This is an optimization exercise on Yosys and OpenROAD, whose aim is small area and a short achievable clock period, not a production implementation.
RTL that was checked went through simulation tests only; none was proved equivalent to the original.
Power figures rest on the tool's default switching activity, not on a simulated workload.

Setup of P:
// lab4
module lab4(Dout, Din, clk, reset);
output  [17:0]  Dout;
input   [7:0]   Din;
input           clk, reset;
reg [7:0] r0, r1, r2, r3, r4, r5, r6, r7, r8, r9, r10;
reg [16:0] s;
wire nrst;
invm u_nrst (.a(reset), .y(nrst));
wire pas1, pac2;
ha upas1 (.a(r1[0]), .b(r7[0]), .s(pas1), .co(pac2));
wire pas3, pac4;
fa upas3 (.a(r1[1]), .b(r7[1]), .c(pac2), .s(pas3), .co(pac4));
wire pas5, pac6;
fa upas5 (.a(r1[2]), .b(r7[2]), .c(pac4), .s(pas5), .co(pac6));
wire pas7, pac8;
fa upas7 (.a(r1[3]), .b(r7[3]), .c(pac6), .s(pas7), .co(pac8));
wire pas9, pac10;
fa upas9 (.a(r1[4]), .b(r7[4]), .c(pac8), .s(pas9), .co(pac10));
wire pas11, pac12;
fa upas11 (.a(r1[5]), .b(r7[5]), .c(pac10), .s(pas11), .co(pac12));
wire pas13, pac14;
fa upas13 (.a(r1[6]), .b(r7[6]), .c(pac12), .s(pas13), .co(pac14));
wire pas15, pac16;
fa upas15 (.a(r1[7]), .b(r7[7]), .c(pac14), .s(pas15), .co(pac16));
wire pbs17, pbc18;
xnor2m upbs17 (.a(r2[0]), .b(r6[0]), .y(pbs17));
or2m upbc18 (.a(r2[0]), .b(r6[0]), .y(pbc18));
wire pbs19, pbc20;
fa upbs19 (.a(r2[1]), .b(r6[1]), .c(pbc18), .s(pbs19), .co(pbc20));
wire pbs21, pbc22;
fa upbs21 (.a(r2[2]), .b(r6[2]), .c(pbc20), .s(pbs21), .co(pbc22));
wire pbs23, pbc24;
fa upbs23 (.a(r2[3]), .b(r6[3]), .c(pbc22), .s(pbs23), .co(pbc24));
wire pbs25, pbc26;
fa upbs25 (.a(r2[4]), .b(r6[4]), .c(pbc24), .s(pbs25), .co(pbc26));
wire pbs27, pbc28;
fa upbs27 (.a(r2[5]), .b(r6[5]), .c(pbc26), .s(pbs27), .co(pbc28));
wire pbs29, pbc30;
fa upbs29 (.a(r2[6]), .b(r6[6]), .c(pbc28), .s(pbs29), .co(pbc30));
wire pbs31, pbc32;
fa upbs31 (.a(r2[7]), .b(r6[7]), .c(pbc30), .s(pbs31), .co(pbc32));
wire pcs33, pcc34;
ha upcs33 (.a(r3[0]), .b(r5[0]), .s(pcs33), .co(pcc34));
wire pcs35, pcc36;
fa upcs35 (.a(r3[1]), .b(r5[1]), .c(pcc34), .s(pcs35), .co(pcc36));
  ...
Size in the first run: about 7000 um^2 of cells after synthesis.
clock: 13.0 ns
lec_check: 0
cap_margin: 20
core_margin: 2
core_utilization: 40
cts_buf_list: sky130_fd_sc_hd__clkbuf_8
slew_margin: 20
synth_hierarchical: 1
synth_minimum_keep_size: 0
standard.sh (not shown) runs the stock make flow with config.mk's settings and CLKGATE_MAP_FILE= SYNTH_SCRIPT=/design/flow/synth_recipe.tcl, a recipe that flattens the netlist after the stock synthesis.
==> flow/flow/run.sh <==
#!/bin/bash
# The standard layout (standard.sh) with these changes to its settings:
#  - the port buffers are plain buffers (BUF) instead of the delay-cell
#    footprint-mates that buffer_ports picks by default;
#  - repair_timing aims for a setup slack margin of MARGIN ns;
#  - clock tree synthesis inserts no dummy loads.
# Everything else (synthesis, floorplan, power grid, placement, routing) is
# the standard flow's.  The make output goes to standard.log; ORFS keeps each
# step's log under orfs/logs.
set -euo pipefail
MARGIN=5
BUF=sky130_fd_sc_hd__buf_4
export BUFFER_PORTS_ARGS="-buffer_cell $BUF"
export CTS_ARGS="-sink_clustering_enable -repair_clock_nets -buf_list sky130_fd_sc_hd__clkbuf_8 -dont_use_dummy_load"
sed -e "s/\"\${@:-finish}\"/SETUP_SLACK_MARGIN=$MARGIN \"\${@:-finish}\"/" standard.sh > standard_margin.sh
grep -q "SETUP_SLACK_MARGIN=$MARGIN" standard_margin.sh
bash standard_margin.sh > standard.log 2>&1
For Q, these inputs were changed with respect to P:
--- a/flow/design.v
+++ b/flow/design.v
@@ -508,23 +508,27 @@
 wire G2_6 = G1_6 | (P1_6 & G1_3);
 wire P2_6 = P1_6 & P1_3;
 wire G2_7 = G1_7 | (P1_7 & G1_3);
 wire P2_7 = P1_7 & P1_3;
 wire G3_8 = gg8 | (pp8 & G2_7);
 wire P3_8 = pp8 & P2_7;
 wire G3_9 = G0_9 | (P0_9 & G2_7);
 wire P3_9 = P0_9 & P2_7;
-wire G3_10 = G1_10 | (P1_10 & G2_7);
 wire P3_10 = P1_10 & P2_7;
 wire [10:0] lo_s = {pp10 ^ G3_9, pp9 ^ G3_8, pp8 ^ G2_7, pp7 ^ G2_6, pp6 ^ G2_5, pp5 ^ G2_4, pp4 ^ G1_3, pp3 ^ G1_2, pp2 ^ G0_1, pp1 ^ gg0, pp0};
-wire lo_c = G3_10 | oc416;
+wire G3_10;
+wire lo_ca, lo_cb;
+cm u_lo_ca (.g(G1_10), .p(P1_10), .c(G2_7), .b(oc416), .y(lo_ca));
+cm u_lo_cb (.g(G1_10), .p(P1_10), .c(G2_7), .b(oc416), .y(lo_cb));
+wire lo_c = lo_ca;
+assign G3_10 = G1_10 | (P1_10 & G2_7);
 wire [11:0] lo = {lo_c, lo_s};
 wire [5:0] ones = {&s[15:11], &s[14:11], &s[13:11], &s[12:11], s[11], 1'b1};
-assign Dout = {1'b0, s[16:11] ^ (ones & {6{lo[11]}}), lo[10:0]};
+assign Dout = {1'b0, s[16:14] ^ (ones[5:3] & {3{lo_cb}}), s[13:11] ^ (ones[2:0] & {3{lo_ca}}), lo[10:0]};
 endmodule
 module fa(a, b, c, s, co);
 input a, b, c;
 output s, co;
 assign s = a ^ b ^ c;
 assign co = (a & b) | (c & (a ^ b));
 endmodule
 module xnor2m(a, b, y);
@@ -532,16 +536,21 @@
 output y;
 assign y = ~(a ^ b);
 endmodule
 module or2m(a, b, y);
 input a, b;
 output y;
 assign y = a | b;
 endmodule
+module cm(g, p, c, b, y);
+input g, p, c, b;
+output y;
+assign y = g | (p & c) | b;
+endmodule
 module xn3(a, b, c, y);
 input a, b, c;
 output y;
 assign y = a ^ ~b ^ c;
 endmodule
 module mjn(a, b, c, y);
 input a, b, c;
 output y;
==> comparison <==
Of P and Q, the run reporting the higher combinational share of power was Q.
Going from P to Q, final critical delay including setup and external delays grew by 0.33 ns; total power grew by 5.3 uW; final critical-path share of the clock period saw an increase; sequential power comparable.
Relative to P, the highest clock frequency the design can meet measured on Q has decreased by a few percent.
Of P and Q, the higher die footprint belongs to Q.
Against P, Q reports a met2 routing resource usage after global routing that is lower.
Diff P -> Q | global-route met3 utilization | decrease of 0.21 points
When Q is set beside P, its setup slack turns out to be 0.33 ns smaller.
Q ended with more hold slack than P.
Routed wire length was higher in P than in Q.
No functional check of the RTL was part of Q.

## re-timing with driven ports
In the flow no input, the clock included, has a driving cell. The finished layouts below were timed again as built, in two steps. Step 1 (the two cells are an assumption about what drives the block):
set clk [get_ports {clk}]
set_driving_cell -lib_cell sky130_fd_sc_hd__clkbuf_16 $clk
set_driving_cell -lib_cell sky130_fd_sc_hd__buf_2 [delete_from_list [all_inputs] $clk]
Step 2 times the ports against the registers' clock, not the clock port: input delays grow and output delays shrink by t, the midpoint of the rising clock arrivals with the driver on. Three values: ideal, step 1, step 2; two values: the first two.
run | t, ns | slack for setup (ns) | hold slack, ns | slew at the worst register clock pin (ns)
P | 0.410 | 5.651 / 5.627 / 5.627 | 0.384 / 0.384 / 0.384 | 0.10 / 0.10
Q | 0.416 | 5.324 / 5.299 / 5.299 | 0.394 / 0.394 / 0.394 | 0.10 / 0.10
After both steps every run listed still meets setup and hold. For Q, which loses most, drivers alone change the setup slack by -0.025 ns; drivers and shift together by -0.025 ns.
